From an optimization exercise on the open Yosys and OpenROAD flow, aimed at small area and a short achievable clock period; shortcuts taken in it are not production practice. Where RTL was checked, it was by simulation tests only, not by an equivalence proof against the original. Only the layout flow was run in run 1; the RTL was not checked for function there.

<file path="flow/run.sh">
#!/bin/bash
# synth_recipe.tcl (not shown) runs the flow's synth.tcl, then flattens the netlist and writes it again
# the make line also repeats each setting of config.mk as NAME=value (left out here)
make -C /OpenROAD-flow-scripts/flow DESIGN_CONFIG=/design/flow/config.mk WORK_HOME=/design/flow/orfs CLKGATE_MAP_FILE= SYNTH_SCRIPT=/design/flow/synth_recipe.tcl finish
</file>
<file path="flow/config.mk">
export PLATFORM = sky130hd
export DESIGN_NAME = overall_neural_network_training
export DESIGN_NICKNAME = overall_neural_network_training
export VERILOG_FILES = /design/flow/design.v
export SDC_FILE = /design/flow/constraint.sdc
export NUM_CORES = 4
export LEC_CHECK = 0
export CAP_MARGIN = 20
export CORE_MARGIN = 2
export CORE_UTILIZATION = 40
export SLEW_MARGIN = 20
</file>
<file path="flow/constraint.sdc">
create_clock -name core_clock -period 10.0 [get_ports {clock}]
set_input_delay 2.0000 -clock core_clock [delete_from_list [all_inputs] [get_ports {clock}]]
set_output_delay 2.0000 -clock core_clock [all_outputs]
set_load 0.01 [all_outputs]
</file>
<file path="flow/design.v">
module overall_neural_network_training(
	input clock,
	input reset,
	input inp_1,
	input inp_2,
	input inp_3,
	input inp_4,
	input inp_5,
	input inp_6,
	output outp_1,
	output outp_2,
	output outp_3
);
	wire [5:0] x = {inp_6, inp_5, inp_4, inp_3, inp_2, inp_1};
	wire [5:0] h;    
	wire [2:0] o;    
	wire [2:0] o_nx;  
	reg  [5:0] xr;   
	reg  r1;         
	always @(posedge clock)
		xr <= x;
	always @(posedge clock or posedge reset)
		if (reset) r1 <= 1'b1;
		else r1 <= 1'b0;
	wire [5:0] xn = xr & {6{~r1}};
	wire [5:0] xc = xr | {6{r1}};
	wire [5:0] hc = h | {6{r1}};
	wire [2:0] oc = o | {3{r1}};
	reg  [2:0] fin;  
	localparam [36*12-1:0] INIT_H = {
		12'h005, 12'hFEA, 12'h025, 12'hFF4, 12'h01C, 12'hFE1,    
		12'h013, 12'hFF1, 12'h003, 12'hFED, 12'h015, 12'hFFB,    
		12'h01D, 12'hFF1, 12'h021, 12'h01F, 12'hFE7, 12'h013,    
		12'h008, 12'hFF3, 12'h010, 12'hFEB, 12'h015, 12'hFEA,    
		12'h00C, 12'hFE5, 12'hFDB, 12'h012, 12'hFF1, 12'h020,    
		12'h019, 12'hFF6, 12'h017, 12'hFDC, 12'h00E, 12'hFE9};   
	localparam [18*12-1:0] INIT_O = {
		12'h005, 12'hFF6, 12'h023, 12'hFE3, 12'h019, 12'hFE2,    
		12'h010, 12'hFFD, 12'hFE2, 12'h006, 12'h022, 12'hFE4,    
		12'h002, 12'hFED, 12'h014, 12'h01B, 12'hFE2, 12'hFF5};   
	wire [36*12-1:0] wh;
	wire [18*12-1:0] wo;
	genvar i, j;
	generate
		for (i = 0; i < 6; i = i + 1) begin : hid
			for (j = 0; j < 6; j = j + 1) begin : syn
				synapse #(.INIT(INIT_H[(6*i+j)*12 +: 12])) s (
					.clock(clock), .reset(reset),
					.pre_w(xn[j]), .post_w(h[i]), .pre_c(xc[j]), .post_c(hc[i]),
					.w(wh[(6*i+j)*12 +: 12]));
			end
			neuron n (
				.clock(clock), .reset(reset),
				.in(xn), .w(wh[72*i +: 72]), .spike(h[i]), .spike_nx());
		end
		for (i = 0; i < 3; i = i + 1) begin : out
			for (j = 0; j < 6; j = j + 1) begin : syn
				synapse #(.INIT(INIT_O[(6*i+j)*12 +: 12])) s (
					.clock(clock), .reset(reset),
					.pre_w(h[j]), .post_w(o[i]), .pre_c(hc[j]), .post_c(oc[i]),
					.w(wo[(6*i+j)*12 +: 12]));
			end
			neuron n (
				.clock(clock), .reset(reset),
				.in(h), .w(wo[72*i +: 72]), .spike(o[i]), .spike_nx(o_nx[i]));
		end
	endgenerate
	always @(posedge clock)
		fin <= o_nx[0] ? 3'b100 : o_nx[1] ? 3'b010 : o_nx[2] ? 3'b001 : 3'b000;
	assign {outp_1, outp_2, outp_3} = fin;
endmodule
module neuron(
	input clock,
	input reset,
	input [5:0] in,
	input [71:0] w,
	output reg spike,
	output spike_nx
);
	reg [11:0] v;
	wire [15:0] op0 = {4'd0, w[11:0]  & {12{in[0]}}};
	wire [15:0] op1 = {4'd0, w[23:12] & {12{in[1]}}};
	wire [15:0] op2 = {4'd0, w[35:24] & {12{in[2]}}};
	wire [15:0] op3 = {4'd0, w[47:36] & {12{in[3]}}};
	wire [15:0] op4 = {4'd0, w[59:48] & {12{in[4]}}};
	wire [15:0] op5 = {4'd0, w[71:60] & {12{in[5]}}};
	wire [15:0] op6 = {4'd0, v};
	wire [15:0] s1a = op0 ^ op1 ^ op2;
	wire [15:0] c1a = ((op0 & op1) | (op0 & op2) | (op1 & op2)) << 1;
	wire [15:0] s1b = op3 ^ op4 ^ op5;
	wire [15:0] c1b = ((op3 & op4) | (op3 & op5) | (op4 & op5)) << 1;
	wire [15:0] s2a = s1a ^ c1a ^ s1b;
	wire [15:0] c2a = ((s1a & c1a) | (s1a & s1b) | (c1a & s1b)) << 1;
	wire [15:0] s2b = c1b ^ op6;
	wire [15:0] c2b = (c1b & op6) << 1;
	wire [15:0] s3 = s2a ^ c2a ^ s2b;
	wire [15:0] c3 = ((s2a & c2a) | (s2a & s2b) | (c2a & s2b)) << 1;
	wire [15:0] s4 = s3 ^ c3 ^ c2b;
	wire [15:0] c4 = ((s3 & c3) | (s3 & c2b) | (c3 & c2b)) << 1;
	function [31:0] addk;
		input [15:0] a, b, k;
		addk = {a ^ b ^ k, ((a & b) | (a & k) | (b & k)) << 1};
	endfunction
	wire [31:0] pt = addk(s4, c4, 16'hFFFD);    
	wire [31:0] ph = addk(s4, c4, 16'hF189);    
	wire [31:0] pl = addk(s4, c4, 16'hFFF3);    
	wire [15:0] t  = pt[31:16] + pt[15:0];
	wire [15:0] th = ph[31:16] + ph[15:0];
	wire [15:0] tl = pl[31:16] + pl[15:0];
	wire fire = ~th[15];    
	wire low = tl[15];      
	assign spike_nx = fire;
	always @(posedge clock or posedge reset)
		if (reset) begin
			v <= 12'd10;
			spike <= 1'b0;
		end else begin
			v <= (fire | low) ? 12'd10 : t[11:0];
			spike <= fire;
		end
endmodule
module synapse #(parameter [11:0] INIT = 12'd0) (
	input clock,
	input reset,
	input pre_w,      
	input post_w,
	input pre_c,      
	input post_c,
	output reg [11:0] w
);
	reg [11:0] cp;    
	reg [11:0] cm;    
	reg f;            
	wire zp = ~|cp[10:0];
	wire zm1 = ~|cm[10:1];
	wire zm = zm1 & ~cm[0];
	wire [11:0] cp_inc = f ? 12'd1 : {cp[10:0], cp[11] ^ cp[7] ^ cp[1] ^ cp[0] ^ zp};
	wire [11:0] cm_inc = f ? 12'd1 : {cm[10:0], cm[11] ^ cm[7] ^ cm[1] ^ cm[0] ^ zm};
	wire up1 = ~pre_w & post_w & (f | zp);
	wire up3 = pre_w & post_w;
	wire dn2 = pre_w & ~post_w & (f | zm);
	wire dn4 = pre_w & ~post_w & ~f & zm1 & cm[0] & ~cm[11];
	wire [2:0] d = {dn2 | dn4, up3 | dn2, up1 | up3};
	wire [3:0] lo = {1'b0, w[2:0]} + {1'b0, d};
	wire inc = (up1 | up3) & lo[3];
	wire dec = (dn2 | dn4) & ~lo[3];
	reg [11:0] wn;
	reg all1, all0;
	integer k;
	always @(*) begin
		wn[2:0] = lo[2:0];
		all1 = inc;
		all0 = dec;
		for (k = 3; k < 12; k = k + 1) begin
			wn[k] = w[k] ^ (all1 | all0);
			all1 = all1 & w[k];
			all0 = all0 & ~w[k];
		end
	end
	always @(posedge clock or posedge reset)
		if (reset) begin
			f <= 1'b1;
			w <= INIT;
		end else begin
			f <= pre_c & post_c;
			w <= wn;
		end
	always @(posedge clock) begin
		cp <= pre_c ? (cp & {12{~(post_c & f)}}) : cp_inc;
		cm <= post_c ? (cm & {12{~(pre_c & f)}}) : cm_inc;
	end
endmodule
</file>
==> results.ini, run 1 <==
[status]
status = complete, no violations

[sta]
slew_headroom_pct = 24.57
drv_slew = 0
whs_ps = 456.4
timing.final.ws_setup_ps = 3276
rsz0062_at_grt = no
fin_crit_sh_pct = 67.24
fmaxAchievable_ghz = 0.1487
setup_viol = 0
worst_pin_slew_ps = 1124
fin_crit_ps = 6724
final_hold_viol_count = 0
finClkSkew_ps = 72.18

[synth]
synthMuxAreaShare_pct = 7.859
seq_area_frac_synth_pct = 37.63
synth_xor_area_share_pct = 6.966
syn_nets = 14600
synth-async-reset-ratio_pct = 38.59
synth_top_family_by_area = adder cells
post-synth-top-count-cell = nand2_1
synth_area_mm2 = 0.1252
ys_ff_latch = 2125
synth_area_per_cell_um2 = 9.403
ys.flop_type = dfxtp_1
synth_compound_area_share_pct = 12.08
synth_cells = 13320
ys_warn_count = 44
yosys-top-cells-area = dfxtp_1, fa_1, dfrtp_1, dfstp_2, mux2i_1
synth_commonest_cells = nand2_1, dfxtp_1, o21ai_0, mux2i_1, inv_1
synth_top_area_share_pct = 20.86
synth_fa_ha_area_share_pct = 16.23
synth_edf_count = 0
synth_cell_type_count = 97
synthSimpleGateAreaFrac_pct = 14.37
yosys.area.top_type = dfxtp_1

[placed_design]
io_buffers = 10
hpwl_mm = 198.7
gp_congestion = 0.8190
dp_cells = 16910
pre_cts_slack_ps = 3336

[route]
ant_nets = 0
drt_wl_total_mm = 285.1
remaining_drc_errors = 0
dr.pass1.iters = 6
drtIter0Drc = 5099
wl_per_cell_um = 16.43
vias_per_cell = 5.180
vias = 89920

[grt]
grt_pass1_vias = 87710
grt_pass1_wl_mm = 470.0
grt_use_total_pct = 17.86
grt_max_degree = 152
antenna_found_initial = 7
grt-ovfl-total = 0

[cells_and_area]
syn_to_final_growth_pct = 9.323
fin_util_pct = 43.93
multi_input_area_mm2 = 0.07221
layout.cells.non_filler = 17360
nets = 14290
fill_cells = 30020
regArea_mm2 = 0.04715
final_layout_size_suffix_gt1_share_pct = 7.487

[critical_path]
crit_type = reg -> reg
r2r_cells = 20
arrival_ps = 7540
cp_max_fo = 42
end_kind = register
r2r_setup_slack_ps = 3280
crit_start = r1$_DFF_PP1_
reg2reg_from = r1$_DFF_PP1_
cp.required_ps = 10810
rr_endpoint = hid[0].n.v[1]$_DFF_PP1_
startpoint_type = register
crit_end = hid[0].n.v[1]$_DFF_PP1_

[clock_network]
cts_tree = built
cts_setup_buffers = 0
clk_root_buffer_cell = clkbuf_16
clock_path_buffers = 4
path_clk_slew_ps = 60
clock-sinks = 2125
h-tree-depth = 4
numCtsBuffers = 238
clk_latency_ps = 930
cts_hold_buffers = 0
post_cts_resize_count = 0

[hold_path]
hp-class = reg -> reg

[floorplan]
die_w_um = 563.5
pin_count = 11
dieArea_mm2 = 0.3176
coreArea_mm2 = 0.3116
rows = 205
start_util_pct = 40.19
die_h_um = 563.5

[job]
drv_cap = 0

-- worst max-delay path, cell delays in order, from the launching register on --
cell and delay [ps]:
dfstp_4 950, buf_4 390, nor2b_4 70, buf_4 300
and2_1 290, fa_1 500, fa_1 520, inv_1 60
fa_1 500, inv_1 50, fa_1 470, inv_1 40
ha_1 270, inv_1 40, ha_1 390, a211o_1 330
a21oi_1 130, o21ai_0 140, a211o_1 300, o21bai_1 390
or2_2 390
-- worst min path at each step --
stage / start / end / slack (ps) / depth (start not counted)
after global placement: hid[3].syn[2].s.w[11]$_DFF_PP0_ / hid[3].syn[2].s.w[11]$_DFF_PP0_ / 450 / 1
after detailed placement: hid[3].syn[2].s.w[11]$_DFF_PP0_ / hid[3].syn[2].s.w[11]$_DFF_PP0_ / 450 / 1
after floorplan: hid[1].syn[5].s.w[11]$_DFF_PP0_ / hid[1].syn[5].s.w[11]$_DFF_PP0_ / 430 / 1
after CTS: hid[3].syn[2].s.w[11]$_DFF_PP0_ / hid[3].syn[2].s.w[11]$_DFF_PP0_ / 460 / 1
final: hid[3].syn[2].s.w[11]$_DFF_PP0_ / hid[3].syn[2].s.w[11]$_DFF_PP0_ / 460 / 1
after global routing: hid[3].syn[5].s.w[11]$_DFF_PP0_ / hid[3].syn[5].s.w[11]$_DFF_PP0_ / 470 / 1
-- state kept, by name, indices dropped and copies added, names as in the netlist, 3 cells and up --
signal / cells
out.syn.s.w: 216
hid.n.spike: 6
hid.syn.s.w: 432
out.syn.s.cm: 216
out.n.spike: 3
hid.syn.s.cp: 432
out.syn.s.cp: 216
xr: 6
fin: 3
out.n.v: 36
out.syn.s.f: 18
hid.syn.s.cm: 432
hid.syn.s.f: 36
hid.n.v: 72
-- final cells by class --
type,count,area share [%]
sequential,2125,34.44
clock inverter,87,0.5776
inverter,946,2.596
multi-input combinational,9603,52.74
antenna,8,0.01462
timing repair buffer,94,0.6160
clock buffer,354,5.228
tap,4140,3.784
-- routing by layer --
| metal | vias up | GRT usage, % | part of all wire (%) |
|---|---|---|---|
| li1 | 44950 | - | - |
| met1 | 43470 | 25.35 | 49 |
| met2 | 1125 | 28.57 | 45 |
| met3 | 368 | 2.322 | 3.5 |
| met4 | 0 | 4.684 | 2.5 |
| met5 | - | 0 | 0 |
-- metrics by stage --
step	instance area, µm²	setup TNS [ps]
floorplan	125200	-1281570
global placement	128900	0
CTS	136900	0
detailed placement	128900	0
global route	136900	0
finish	136900	0
-- layout by cell type, fill, tap and decap left out, drive strengths merged, types with 385 or more instances in the layout --
cell type  count
o21ai       1175
inv          953
dfrtp        435
dfxtp       1305
nand2       1964
xor2         494
nor2         581
xnor2        502
ha           697
dfstp        385
mux2i        981
fa           576
-- kinds of logic (layout without fill, tap and decap cells) --
group                    Yosys count  after routing
AO/OA/AOI/OAI                   2440           2440
XOR/XNOR                         996            996
adder cells (fa/ha/maj)         1280           1280
buffers and inverters           1590           1481
flip-flops                      2125           2125
multiplexers                     983            983
other                              1              9
AND/OR/NAND/NOR                 3903           3903
==> run 2: changes to the inputs <==
--- a/flow/design.v
+++ b/flow/design.v
@@ -16,16 +16,18 @@
 	wire [2:0] o;    
 	wire [2:0] o_nx;  
+	reg  [2:0] fin;  
 	reg  [5:0] xr;   
 	reg  r1;         
-	always @(posedge clock)
-		xr <= x;
 	always @(posedge clock or posedge reset)
-		if (reset) r1 <= 1'b1;
-		else r1 <= 1'b0;
-	wire [5:0] xn = xr & {6{~r1}};
+		if (reset) begin
+			xr <= 6'd0;
+			r1 <= 1'b1;
+		end else begin
+			xr <= x;
+			r1 <= 1'b0;
+		end
 	wire [5:0] xc = xr | {6{r1}};
 	wire [5:0] hc = h | {6{r1}};
 	wire [2:0] oc = o | {3{r1}};
-	reg  [2:0] fin;  
 	localparam [36*12-1:0] INIT_H = {
 		12'h005, 12'hFEA, 12'h025, 12'hFF4, 12'h01C, 12'hFE1,    
@@ -47,10 +49,10 @@
 				synapse #(.INIT(INIT_H[(6*i+j)*12 +: 12])) s (
 					.clock(clock), .reset(reset),
-					.pre_w(xn[j]), .post_w(h[i]), .pre_c(xc[j]), .post_c(hc[i]),
+					.pre_w(xr[j]), .post_w(h[i]), .pre_c(xc[j]), .post_c(hc[i]),
 					.w(wh[(6*i+j)*12 +: 12]));
 			end
 			neuron n (
 				.clock(clock), .reset(reset),
-				.in(xn), .w(wh[72*i +: 72]), .spike(h[i]), .spike_nx());
+				.in(xr), .w(wh[72*i +: 72]), .spike(h[i]), .spike_nx());
 		end
 		for (i = 0; i < 3; i = i + 1) begin : out
@@ -105,5 +107,5 @@
 	wire [31:0] ph = addk(s4, c4, 16'hF189);    
 	wire [31:0] pl = addk(s4, c4, 16'hFFF3);    
-	wire [15:0] t  = pt[31:16] + pt[15:0];
+	wire [11:0] t  = pt[27:16] + pt[11:0];
 	wire [15:0] th = ph[31:16] + ph[15:0];
 	wire [15:0] tl = pl[31:16] + pl[15:0];
@@ -135,6 +137,14 @@
 	wire zm1 = ~|cm[10:1];
 	wire zm = zm1 & ~cm[0];
-	wire [11:0] cp_inc = f ? 12'd1 : {cp[10:0], cp[11] ^ cp[7] ^ cp[1] ^ cp[0] ^ zp};
-	wire [11:0] cm_inc = f ? 12'd1 : {cm[10:0], cm[11] ^ cm[7] ^ cm[1] ^ cm[0] ^ zm};
+	wire fp = cp[11] ^ cp[7] ^ cp[1] ^ cp[0] ^ zp;
+	wire fm = cm[11] ^ cm[7] ^ cm[1] ^ cm[0] ^ zm;
+	wire hold_p = pre_c & ~(post_c & f);
+	wire step_p = ~pre_c & ~f;
+	wire one_p = ~pre_c & f;
+	wire hold_m = post_c & ~(pre_c & f);
+	wire step_m = ~post_c & ~f;
+	wire one_m = ~post_c & f;
+	wire [11:0] cp_nx = ({12{hold_p}} & cp) | ({12{step_p}} & {cp[10:0], fp}) | {11'd0, one_p};
+	wire [11:0] cm_nx = ({12{hold_m}} & cm) | ({12{step_m}} & {cm[10:0], fm}) | {11'd0, one_m};
 	wire up1 = ~pre_w & post_w & (f | zp);
 	wire up3 = pre_w & post_w;
@@ -167,6 +177,6 @@
 		end
 	always @(posedge clock) begin
-		cp <= pre_c ? (cp & {12{~(post_c & f)}}) : cp_inc;
-		cm <= post_c ? (cm & {12{~(pre_c & f)}}) : cm_inc;
+		cp <= cp_nx;
+		cm <= cm_nx;
 	end
 endmodule
==> run 2 against run 1 <==
  * Cell count shrank 0.84%
  * Die area down 0.56%
  * Register-to-register slack improved by 310 ps
  * Worst setup slack improved by 310 ps
  * Synthesized cell count down 1.2%
  * Via count is 0.91% lower
  * Critical endpoint unchanged
  * Highest routed layer is now met5
==> results.ini, run 2 <==
[status]
status = complete, no violations

[cells_and_area]
layout.cells.non_filler = 17210
multi_input_area_mm2 = 0.07159
syn_to_final_growth_pct = 9.864
final_layout_size_suffix_gt1_share_pct = 7.646
top_regs = hid.syn.s.cm: 432 flops, hid.syn.s.cp: 432 flops, hid.syn.s.w: 432 flops
fin_area_mm2 = 0.1368
fill_cells = 29750
layout_commonest_cell = nand2_1
fin_util_pct = 44.22
layout_common_cells = nand2_1, dfxtp_1, o21ai_0, inv_1, mux2i_1
regArea_mm2 = 0.04721
nets = 14160

[sta]
worst_pin_slew_ps = 1115
drv_slew = 0
timing.final.ws_setup_ps = 3585
rsz0062_at_grt = no
tns_ps = 0
fin_crit_ps = 6415
setup_viol = 0
slew_headroom_pct = 25.19
fin_crit_sh_pct = 64.15
finClkSkew_ps = 55.30
final_hold_viol_count = 0
fmaxAchievable_ghz = 0.1559

[synth]
synth_area_mm2 = 0.1245
synth_commonest_cells = nand2_1, dfxtp_1, o21ai_0, inv_1, mux2i_1
yosys-top-cells-area = dfxtp_1, fa_1, dfrtp_1, dfstp_2, mux2i_1
syn_nets = 14440
post-synth-top-count-cell = nand2_1
synth_top_area_share_pct = 20.88
yosys.area.top_type = dfxtp_1
synth_cells = 13160
synth_area_per_cell_um2 = 9.460
seq_area_frac_synth_pct = 37.87
ys_warn_count = 44
synth_cell_type_count = 88
synth-async-reset-ratio_pct = 38.87
synth_edf_count = 0
ys_ff_latch = 2125
ys.flop_type = dfxtp_1

[critical_path]
slowest_delay_ps = 820
cp_max_fo = 56
startpoint_type = register
crit_slowest_cell = dfrtp_4
crit_end = hid[0].n.v[1]$_DFF_PP1_
rr_endpoint = hid[0].n.v[1]$_DFF_PP1_
r2r_setup_slack_ps = 3580
r2r_cells = 16
crit_chain = buf_4 -> nand2_1 -> fa_1 -> fa_1 -> fa_1 -> fa_1 -> inv_1 -> ha_1 -> inv_1 -> ha_1 -> a21o_1 -> a21oi_1 -> o21ai_0 -> a2111oi_0 -> o22ai_1 -> or2_2
path_common_cell = fa_1
end_kind = register
cp.required_ps = 10790
crit_type = reg -> reg
reg2reg_from = xr[4]$_DFF_PP0_
crit_start = xr[4]$_DFF_PP0_
arrival_ps = 7200

[route]
wl_per_cell_um = 16.19
remaining_drc_errors = 0
vias = 89090
ant_nets = 0
drtIter0Drc = 5485
drt_wl_total_mm = 278.6
vias_per_cell = 5.176
dr.pass1.iters = 6

[hold_path]
hp-class = reg -> reg
whs_path_depth = 1
worstHoldStart = out[2].syn[5].s.w[11]$_DFF_PP0_

[floorplan]
die_w_um = 562.0
die_h_um = 562.0
coreArea_mm2 = 0.3094
rows = 204
start_util_pct = 40.25
dieArea_mm2 = 0.3158
pin_count = 11

[grt]
antenna_found_initial = 4
grt_use_total_pct = 17.44
grt_pass1_wl_mm = 460.5
grt-ovfl-total = 0
grt_pass1_vias = 86140
grt_max_degree = 135

[clock_network]
h-tree-depth = 4
clk_root_buffer_cell = clkbuf_16
cts_setup_buffers = 0
clk_latency_ps = 910
post_cts_resize_count = 0
numCtsBuffers = 244
cts_tree = built
cts_hold_buffers = 0
path_clk_slew_ps = 60
clock-sinks = 2125
clock_path_buffers = 4

[placed_design]
gp_congestion = 0.8319
io_buffers = 10
dp_cells = 16760
pre_cts_slack_ps = 3538
place_area_mm2 = 0.1284
hpwl_mm = 193.0

[job]
drv_cap = 0

[run 2: changes by cell type in the layout (fill, tap and decap cells not counted), moves of 19 or more]
| cell | change |
|---|---|
| a21o_1 | +41 |
| a22o_1 | +73 |
| mux2i_1 | -74 |
| nand2_1 | -109 |
| nand3_1 | +24 |
| nor2b_1 | -22 |
| o21ai_0 | -47 |
| o31ai_1 | +19 |
[run 2: cells by family (layout without fill, tap and decap cells)]
family	after synthesis	in the layout	synth area share (%)
XOR/XNOR	993	993	6.984
flip-flops	2125	2125	37.87
buffers and inverters	1565	1492	4.737
AO/OA/AOI/OAI	2542	2542	12.96
AND/OR/NAND/NOR	3753	3753	13.86
other	1	2	0.003011
adder cells (fa/ha/maj)	1278	1278	16.29
multiplexers	907	907	7.291
[run 2: through the flow]
| stage | hold slack (ps) |
|---|---|
| after floorplan | 434.3 |
| after global placement | 448.1 |
| after detailed placement | 450.7 |
| after CTS | 462.1 |
| after global routing | 478.1 |
| final | 459.4 |
[run 2: metal layers]
layer  vias up  GRT usage (%)  routed length (µm)
met3       350          2.376               10000
met5         -              0                  13
met1     42930          25.44              139300
met4         2          4.149                6379
li1      44680              -                   -
met2      1130          27.18              122900
[run 2: layout make-up]
class / count / share of cell area, %
Antenna cell: 1 / 0.001829
Clock buffer: 361 / 5.409
Clock inverter: 90 / 0.7618
Inverter: 947 / 2.601
Multi-Input combinational cell: 9474 / 52.33
Sequential cell: 2125 / 34.50
Tap cell: 4120 / 3.768
Timing Repair Buffer: 94 / 0.6256
[run 2: worst min-delay path by stage]
stage / end
6_report: out[2].syn[5].s.w[11]$_DFF_PP0_
3_5_place_dp: hid[4].syn[1].s.w[11]$_DFF_PP0_
2_1_floorplan: hid[0].syn[1].s.w[11]$_DFF_PP0_
5_1_grt: hid[3].syn[0].s.w[11]$_DFF_PP0_
4_1_cts: hid[3].syn[3].s.w[11]$_DFF_PP0_
3_3_place_gp: out[1].syn[1].s.w[11]$_DFF_PP0_
[run 2: worst max-delay path, delay by kind of cell, from the launching register on]
| kind | cells | cell delay (ps) |
|---|---|---|
| flip-flops | 1 | 820 |
| AND/OR/NAND/NOR | 2 | 570 |
| adder cells (fa/ha/maj) | 6 | 2630 |
| AO/OA/AOI/OAI | 5 | 1360 |
| buffers and inverters | 3 | 930 |
==> run 3: changes to the inputs <==
--- a/flow/config.mk
+++ b/flow/config.mk
@@ -9,3 +9,4 @@
 export CORE_MARGIN = 2
 export CORE_UTILIZATION = 40
+export SETUP_SLACK_MARGIN = 4
 export SLEW_MARGIN = 20
==> run 3 against run 2 <==
  * Flip-flop and latch count is the same
  * First-iteration DRC count increased by 1.8%
  * Sequential share of layout area down 0.12 points
  * Via count increased by 0.28%
  * Critical endpoint is now hid[4].n.v[10]$_DFF_PP0_
==> results.ini, run 3 <==
[status]
status = complete, no violations

[clock_network]
cts_hold_buffers = 0
h-tree-depth = 4
path_clk_slew_ps = 60
cts_tree = built
clock_path_buffers = 4
clk_latency_ps = 910
numCtsBuffers = 244
clock-sinks = 2125
clk_root_buffer_cell = clkbuf_16

[route]
remaining_drc_errors = 0
vias = 89340
ant_nets = 0
vias_per_cell = 5.183
wl_per_cell_um = 16.46
drt_wl_total_mm = 283.8
dr.pass1.iters = 6
drtIter0Drc = 5584

[grt]
grt_max_degree = 135
grt_pass1_vias = 86280
grt-ovfl-total = 0
grt_pass1_wl_mm = 464.5
antenna_found_initial = 6
grt_use_total_pct = 17.67

[placed_design]
io_buffers = 10
pre_cts_slack_ps = 3538
hpwl_mm = 193.0
dp_cells = 16760
gp_congestion = 0.8319

[synth]
synth_fa_ha_area_share_pct = 16.29
synth-async-reset-ratio_pct = 38.87
synth_xor_area_share_pct = 6.984
synth_area_per_cell_um2 = 9.460
ys_ff_latch = 2125
ys.flop_type = dfxtp_1
synth_top_family_by_area = adder cells
synth_commonest_cells = nand2_1, dfxtp_1, o21ai_0, inv_1, mux2i_1
synth_edf_count = 0
synth_compound_area_share_pct = 12.96
post-synth-top-count-cell = nand2_1
ys_warn_count = 44
synthSimpleGateAreaFrac_pct = 13.86
synthMuxAreaShare_pct = 7.291
synth_top_area_share_pct = 20.88
yosys-top-cells-area = dfxtp_1, fa_1, dfrtp_1, dfstp_2, mux2i_1
synth_area_mm2 = 0.1245
synth_cells = 13160
synth_cell_type_count = 88
seq_area_frac_synth_pct = 37.87
yosys.area.top_type = dfxtp_1
syn_nets = 14440

[critical_path]
crit_slowest_cell = dfrtp_4
path_common_cell = fa_1
critPathTopFamily = adder cells
cp.required_ps = 10790
crit_chain = buf_12 -> nand2_1 -> fa_1 -> fa_1 -> fa_1 -> inv_1 -> fa_1 -> ha_1 -> inv_1 -> ha_1 -> a21o_1 -> a21o_1 -> a211o_1 -> a211oi_1 -> o22ai_2 -> nor4_1
slowest_delay_ps = 700
cp_max_fo = 56
end_kind = register
arrival_ps = 6530
crit_type = reg -> reg
startpoint_type = register
critPathBufInv = 3

[floorplan]
coreArea_mm2 = 0.3094
pin_count = 11
dieArea_mm2 = 0.3158
die_h_um = 562.0
rows = 204
die_w_um = 562.0
start_util_pct = 40.25

[cells_and_area]
top_regs = hid.syn.s.cm: 432 flops, hid.syn.s.cp: 432 flops, hid.syn.s.w: 432 flops
layout.cells.non_filler = 17240
syn_to_final_growth_pct = 10.24
layout_commonest_cell = nand2_1
fill_cells = 29710
fin_util_pct = 44.38
nets = 14190
layout_common_cells = nand2_1, dfxtp_1, o21ai_0, inv_1, mux2i_1
final_layout_size_suffix_gt1_share_pct = 7.862

[sta]
final_hold_viol_count = 0
whs_ps = 459.9
fin_crit_ps = 5738
fin_crit_sh_pct = 57.38
worst_pin_slew_ps = 1151
drv_slew = 0
rsz0062_at_grt = no
timing.final.ws_setup_ps = 4262
finClkSkew_ps = 54.99
slew_headroom_pct = 22.20
fmaxAchievable_ghz = 0.1743
setup_viol = 0

[hold_path]
hp-class = reg -> reg

[job]
drv_cap = 0

[run 3: layout make-up]
| class | count | area (µm²) | area share (%) |
|---|---|---|---|
| multi-input cells | 9474 | 71630 | 52.18 |
| flip-flops and latches | 2125 | 47210 | 34.39 |
| clock buffers | 361 | 7400 | 5.390 |
| well taps | 4120 | 5155 | 3.755 |
| inverters | 947 | 3558 | 2.592 |
| repair buffers | 117 | 1289 | 0.9387 |
| clock inverters | 90 | 1042 | 0.7592 |
| diodes | 2 | 5.005 | 0.003646 |
[run 3: final timing paths]
path / end / start / slack, ps / cells after the start
worst min-delay path: out[2].syn[5].s.w[11]$_DFF_PP0_ / out[2].syn[5].s.w[11]$_DFF_PP0_ / 460 / 1
worst min register to register: out[2].syn[5].s.w[11]$_DFF_PP0_ / out[2].syn[5].s.w[11]$_DFF_PP0_ / 460 / 1
max in group asynchronous: out[0].syn[5].s.w[5]$_DFF_PP0_ / reset / 6530 / 5
min in group asynchronous: hid[2].n.v[0]$_DFF_PP0_ / reset / 1650 / 3
worst max-delay path: hid[4].n.v[10]$_DFF_PP0_ / xr[4]$_DFF_PP0_ / 4260 / 16
worst max register to register: hid[4].n.v[10]$_DFF_PP0_ / xr[4]$_DFF_PP0_ / 4260 / 16
[run 3: metrics by stage]
| step | instance area, µm² | TNS, ps |
|---|---|---|
| final | 137300 | 0 |
| after global routing | 137300 | 0 |
| after CTS | 137000 | 0 |
| after detailed placement | 128400 | 0 |
| after global placement | 128400 | 0 |
| after floorplan | 124500 | -1336250 |
[run 3: cell families (layout without fill, tap and decap cells)]
kind of cell               Yosys count  count (layout)
AOI/OAI and AO/OA                 2542            2542
xor gates and xnor gates           993             993
adders and majority gates         1278            1278
buffers and inverters             1565            1515
DFF                               2125            2125
muxes                              907             907
other                                1               3
and+or+nand+nor                   3753            3753
[run 3: metal layers]
layer | GRT usage [%] | routed length, µm | vias up
li1 | - | - | 44730
met1 | 25.72 | 140600 | 43080
met2 | 27.58 | 126100 | 1183
met3 | 2.399 | 10740 | 347
met4 | 4.281 | 6365 | 2
met5 | 0 | 13 | -
[run 3: what timing repair did]
item,4_1_cts,5_1_grt
buffers inserted,7,17
setup endpoints to repair,107,78
gates resized for setup,15,13
pin swaps,0,0
==> run 4: changes to the inputs <==
--- a/flow/config.mk
+++ b/flow/config.mk
@@ -9,4 +9,4 @@
 export CORE_MARGIN = 2
 export CORE_UTILIZATION = 40
-export SETUP_SLACK_MARGIN = 4
+export SETUP_SLACK_MARGIN = 5
 export SLEW_MARGIN = 20
==> run 4 against run 3 <==
  * Core utilization increased by 2.4 points
  * Clock skew increased by 14 ps
  * Worst setup slack improved by 560 ps
  * Area after synthesis unchanged
  * Register-to-register slack improved by 560 ps
  * Global-route usage increased by 1.4 points
  * Die area unchanged
  * Worst hold slack improved by 0.95 ps
  * Cell count increased by 1.6%
==> results.ini, run 4 <==
[floorplan]
die_w_um = 562.0
rows = 204
coreArea_mm2 = 0.3094
pin_count = 11
die_h_um = 562.0
start_util_pct = 40.25
dieArea_mm2 = 0.3158

[critical_path]
arrival_ps = 6000
crit_slowest_cell = fa_2
crit_type = reg -> reg
startpoint_type = register
r2r_cells = 21
end_kind = register
cp_max_fo = 8
crit_chain = buf_12 -> buf_12 -> buf_6 -> buf_16 -> nand2_4 -> fa_1 -> fa_2 -> fa_1 -> inv_1 -> fa_2 -> inv_2 -> ha_4 -> inv_1 -> ha_2 -> a21boi_0 -> o21bai_2 -> a211oi_4 -> buf_4 -> o21a_1 -> or3_1 -> a21oi_2
cp.required_ps = 10820
slowest_delay_ps = 570

[synth]
post-synth-top-count-cell = nand2_1
synth_edf_count = 0
synth_area_per_cell_um2 = 9.460
yosys-top-cells-area = dfxtp_1, fa_1, dfrtp_1, dfstp_2, mux2i_1
ys.flop_type = dfxtp_1
synth_commonest_cells = nand2_1, dfxtp_1, o21ai_0, inv_1, mux2i_1
syn_nets = 14440
ys_ff_latch = 2125
synth_cell_type_count = 88
synth-async-reset-ratio_pct = 38.87
seq_area_frac_synth_pct = 37.87
ys_warn_count = 44
synth_cells = 13160
synth_top_area_share_pct = 20.88
synth_area_mm2 = 0.1245
yosys.area.top_type = dfxtp_1

[clock_network]
clock-sinks = 2125
cts_hold_buffers = 0
clock_path_buffers = 4
cts_tree = built
h-tree-depth = 4
clk_latency_ps = 920
numCtsBuffers = 235
path_clk_slew_ps = 60
clk_root_buffer_cell = clkbuf_16

[grt]
grt_pass1_vias = 88670
use_met3_pct = 1.916
grt_use_total_pct = 19.07
use_met2_pct = 30.65
use_met1_pct = 27.51
antenna_found_initial = 13
grt-ovfl-total = 0
busiest_layer = met2
grt_pass1_wl_mm = 494.7
grt_max_degree = 130

[sta]
final_hold_viol_count = 0
setup_viol = 0
slew_headroom_pct = 22.63
timing.final.ws_setup_ps = 4818
fmaxAchievable_ghz = 0.1930
finClkSkew_ps = 69.26
fin_crit_ps = 5182
fin_crit_sh_pct = 51.82
rsz0062_at_grt = yes
drv_slew = 0
worst_pin_slew_ps = 1144

[route]
dr.pass1.iters = 6
drt_wl_total_mm = 311.0
remaining_drc_errors = 0
vias_per_cell = 5.236
wl_per_cell_um = 17.76
ant_nets = 0
drtIter0Drc = 6065
vias = 91700

[placed_design]
pre_cts_slack_ps = 3274
io_buffers = 10
gp_congestion = 0.8075
hpwl_mm = 194.8

[cells_and_area]
fill_cells = 28820
layout_common_cells = nand2_1, dfxtp_1, o21ai_0, mux2i_1, inv_1
syn_to_final_growth_pct = 16.13
nets = 14460
regArea_mm2 = 0.04721
fin_util_pct = 46.75
top_regs = hid.syn.s.cm: 432 flops, hid.syn.s.cp: 432 flops, hid.syn.s.w: 432 flops
multi_input_area_mm2 = 0.07536
layout_commonest_cell = nand2_1
final_layout_size_suffix_gt1_share_pct = 14.47

[job]
drv_cap = 0

[hold_path]
whs_path_depth = 1
hp-class = reg -> reg

[status]
status = complete, no violations

run 4: cell counts after synthesis:
Identical to the previous run, type by type.
run 4: what timing repair did:
item	in CTS	in global routing
gates cloned	35	10
endpoints found under the setup margin	120	119
gates resized for setup	491	473
pin swaps	223	314
buffers inserted	183	71
run 4: cells by family after synthesis:
kind of cell | after synthesis | share of synthesized area, %
other cells | 1 | 0.003011
mux | 907 | 7.291
flops | 2125 | 37.87
simple gates | 3753 | 13.86
xor+xnor | 993 | 6.984
compound gates | 2542 | 12.96
fa+ha+maj | 1278 | 16.29
buf+inv | 1565 | 4.737
run 4: per-layer routing:
metal,part of all wire (%),up-vias
li1,-,45320
met1,49,44690
met2,46,1283
met3,3.3,402
met4,2.4,0
met5,0,-
run 4: cell type report:
type,count,share of cell area [%]
multi-input combinational,9477,52.11
sequential,2125,32.64
clock buffer,340,4.913
tap,4120,3.565
timing repair buffer,396,3.539
inverter,947,2.468
clock inverter,105,0.7614
antenna,2,0.003461
run 4: stage by stage:
| step | setup TNS, ps | std cells | cell area, µm² | hold slack, ps |
|---|---|---|---|---|
| global route | 0 | 17510 | 144600 | 475.1 |
| detailed placement | 0 | 16770 | 128500 | 450.0 |
| finish | 0 | 17510 | 144600 | 460.8 |
| floorplan | -1336250 | 13160 | 125200 | 434.3 |
| CTS | 0 | 17430 | 141700 | 462.0 |
| global placement | 0 | 16770 | 128500 | 448.1 |
run 4: final timing paths:
check / to / slack [ps] / startpoint
worst min-delay path: hid[2].syn[1].s.w[11]$_DFF_PP0_ / 460 / hid[2].syn[1].s.w[11]$_DFF_PP0_
min in group asynchronous: hid[2].n.v[11]$_DFF_PP0_ / 1500 / reset
worst max-delay path: hid[5].n.v[9]$_DFF_PP0_ / 4820 / xr[3]$_DFF_PP0_
worst max register to register: hid[5].n.v[9]$_DFF_PP0_ / 4820 / xr[3]$_DFF_PP0_
max in group asynchronous: hid[4].n.spike$_DFF_PP0_ / 6610 / reset
worst min register to register: hid[2].syn[1].s.w[11]$_DFF_PP0_ / 460 / hid[2].syn[1].s.w[11]$_DFF_PP0_
run 4: critical path, delay by kind of cell (launching register included):
family          cells  cell delay [ps]
flops               1              510
compound gates      5              840
buf+inv             8              850
fa+ha+maj           6             2460
simple gates        2              410
==> run 5: changes to the inputs <==
--- a/flow/config.mk
+++ b/flow/config.mk
@@ -8,5 +8,5 @@
 export CAP_MARGIN = 20
 export CORE_MARGIN = 2
-export CORE_UTILIZATION = 40
+export CORE_UTILIZATION = 60
 export SETUP_SLACK_MARGIN = 5
 export SLEW_MARGIN = 20
==> run 5 against run 4 <==
  * Critical path depth decreased by 1
  * Highest routed layer is now met5
  * Register-to-register slack worse by 70 ps
  * Wire length rose by 3.1%
  * Clock skew is 25 ps lower
  * Critical endpoint unchanged
  * Cell count fell by 8.1%
  * Critical path type unchanged
  * Synthesized cell count did not move
==> results.ini, run 5 <==
[status]
status = complete, no violations

[cells_and_area]
top_regs = hid.syn.s.cm: 432 flops, hid.syn.s.cp: 432 flops, hid.syn.s.w: 432 flops
final_layout_size_suffix_gt1_share_pct = 13.38
layout_commonest_cell = nand2_1
syn_to_final_growth_pct = 13.83
nets = 14460
layout_common_cells = nand2_1, dfxtp_1, o21ai_0, mux2i_1, inv_1
fill_cells = 15870
fin_area_mm2 = 0.1418

[synth]
synth_cells = 13160
ys_ff_latch = 2125
synth_area_mm2 = 0.1245
yosys.area.top_type = dfxtp_1
synth_cell_type_count = 88
synth_edf_count = 0
ys.flop_type = dfxtp_1
synth_area_per_cell_um2 = 9.460
synth-async-reset-ratio_pct = 38.87
ys_warn_count = 44
seq_area_frac_synth_pct = 37.87
post-synth-top-count-cell = nand2_1
synth_commonest_cells = nand2_1, dfxtp_1, o21ai_0, inv_1, mux2i_1
synth_top_area_share_pct = 20.88
syn_nets = 14440
yosys-top-cells-area = dfxtp_1, fa_1, dfrtp_1, dfstp_2, mux2i_1

[grt]
grt_max_degree = 156
grt_use_total_pct = 29.31
grt_pass1_vias = 91700
grt_pass1_wl_mm = 499.4
grt-ovfl-total = 0
antenna_found_initial = 8

[route]
vias = 94350
drtIter0Drc = 6250
remaining_drc_errors = 0
ant_nets = 0
wl_per_cell_um = 19.92
dr.pass1.iters = 5
vias_per_cell = 5.863
drt_wl_total_mm = 320.6

[floorplan]
dieArea_mm2 = 0.2112
die_w_um = 459.6
pin_count = 11
die_h_um = 459.6
coreArea_mm2 = 0.2067
start_util_pct = 60.26
rows = 167

[sta]
whs_ps = 459.6
setup_viol = 0
timing.final.ws_setup_ps = 4747
worst_pin_slew_ps = 1236
fin_crit_ps = 5253
slew_headroom_pct = 17.01
final_hold_viol_count = 0
rsz0062_at_grt = yes
drv_slew = 0
fin_crit_sh_pct = 52.53
finClkSkew_ps = 43.88
fmaxAchievable_ghz = 0.1904

[placed_design]
place_area_mm2 = 0.1267
gp_congestion = 0.8797
io_buffers = 10
pre_cts_slack_ps = 3568
hpwl_mm = 203.9

[critical_path]
crit_chain = buf_12 -> buf_16 -> buf_12 -> clkbuf_16 -> nand2_1 -> fa_1 -> inv_1 -> fa_1 -> fa_1 -> fa_1 -> inv_1 -> ha_4 -> ha_1 -> a21o_1 -> a21o_1 -> a211o_1 -> a211oi_4 -> o22ai_4 -> buf_6 -> a21oi_2
critPathBufInv = 7
arrival_ps = 6040
cp.required_ps = 10790
critPathTopFamily = adder cells
crit_type = reg -> reg
slowest_delay_ps = 550
crit_slowest_cell = fa_1
end_kind = register
path_common_cell = fa_1
startpoint_type = register
cp_max_fo = 6

[clock_network]
path_clk_slew_ps = 60
clk_root_buffer_cell = clkbuf_16
clock-sinks = 2125
h-tree-depth = 4
clock_path_buffers = 3
numCtsBuffers = 227
cts_tree = built
clk_latency_ps = 880

[job]
drv_cap = 0

[hold_path]
hp-class = reg -> reg

run 5: worst register-to-register path, cell delays in order (launching register included):
cell,delay (ps)
dfrtp_4,490
buf_12,160
buf_16,160
buf_12,130
clkbuf_16,160
nand2_1,70
fa_1,450
inv_1,100
fa_1,450
fa_1,410
fa_1,550
inv_1,80
ha_4,230
ha_1,190
a21o_1,190
a21o_1,190
a211o_1,340
a211oi_4,370
o22ai_4,190
buf_6,170
a21oi_2,90
run 5: worst paths after layout:
| check | start | endpoint | slack (ps) | cells past startpoint |
|---|---|---|---|---|
| min reg2reg | out[1].syn[5].s.w[11]$_DFF_PP0_ | out[1].syn[5].s.w[11]$_DFF_PP0_ | 460 | 1 |
| max | xr[0]$_DFF_PP0_ | hid[5].n.v[9]$_DFF_PP0_ | 4750 | 20 |
| min | out[1].syn[5].s.w[11]$_DFF_PP0_ | out[1].syn[5].s.w[11]$_DFF_PP0_ | 460 | 1 |
| max reg2reg | xr[0]$_DFF_PP0_ | hid[5].n.v[9]$_DFF_PP0_ | 4750 | 20 |
| min in group asynchronous | reset | hid[1].n.v[10]$_DFF_PP0_ | 1700 | 2 |
| max in group asynchronous | reset | xr[0]$_DFF_PP0_ | 6130 | 4 |
run 5: timing repair:
action | 4_1_cts | 5_1_grt
cloned | 33 | 12
pin swaps | 111 | 275
endpoints found under the setup margin | 120 | 119
resized for setup | 340 | 461
buffers inserted | 149 | 118
hold buffers | 0 | 0
run 5: cell type report:
cell class                 instances  area [µm²]  share of cell area, %
timing repair buffer             401        5117                  3.610
inverter                         947        3575                  2.522
tap                             2704        3383                  2.387
sequential                      2125       47200                  33.30
antenna                            1       2.502               0.001765
multi-input combinational       9480       74720                  52.71
clock buffer                     345        6756                  4.766
clock inverter                    91       997.2                 0.7035
run 5: cell families after synthesis:
kind of cell | after synthesis | share of synthesized area (%)
compound gates | 2542 | 12.96
fa+ha+maj | 1278 | 16.29
xor+xnor | 993 | 6.984
buf+inv | 1565 | 4.737
flops | 2125 | 37.87
other cells | 1 | 0.003011
simple gates | 3753 | 13.86
mux | 907 | 7.291
run 5: per-layer routing:
metal,vias up,GRT usage (%),part of all wire [%]
li1,45300,-,-
met1,46660,39.99,45
met2,1880,49.22,48
met3,510,3.513,4.1
met4,2,8.102,3.0
met5,-,0,0.0041
run 5: stage by stage:
step / cells / utilization (%) / setup TNS, ps
final: 16090 / 68.60 / 0
after global routing: 16090 / 68.60 / 0
after CTS: 15960 / 67.00 / 0
after detailed placement: 15350 / 61.33 / 0
after global placement: 15350 / 61.32 / 0
after floorplan: 13160 / - / -1336250

-- port drivers added, routing unchanged --
In the flow no input, the clock included, has a driving cell. The finished layouts below were timed again as built, in two steps. Step 1 assumes that a clkbuf_16 drives the clock port and a buf_2 every other input. Step 2 times the ports against the registers' clock, not the clock port: input delays grow and output delays shrink by t, the midpoint of the rising clock arrivals with the driver on. Three values: ideal, step 1, step 2; two values: the first two.
run | t (ns) | slack for setup (ns) | cell pins on the clock port's net
run 1 | 0.993 | 3.276 / 3.276 / 3.276 | 1
run 2 | 0.978 | 3.585 / 3.585 / 3.585 | 1
run 3 | 0.976 | 4.262 / 4.262 / 4.262 | 1
run 4 | 1.002 | 4.818 / 4.818 / 4.818 | 1
run 5 | 0.950 | 4.747 / 4.747 / 4.747 | 1
After both steps every run listed still meets setup and hold.
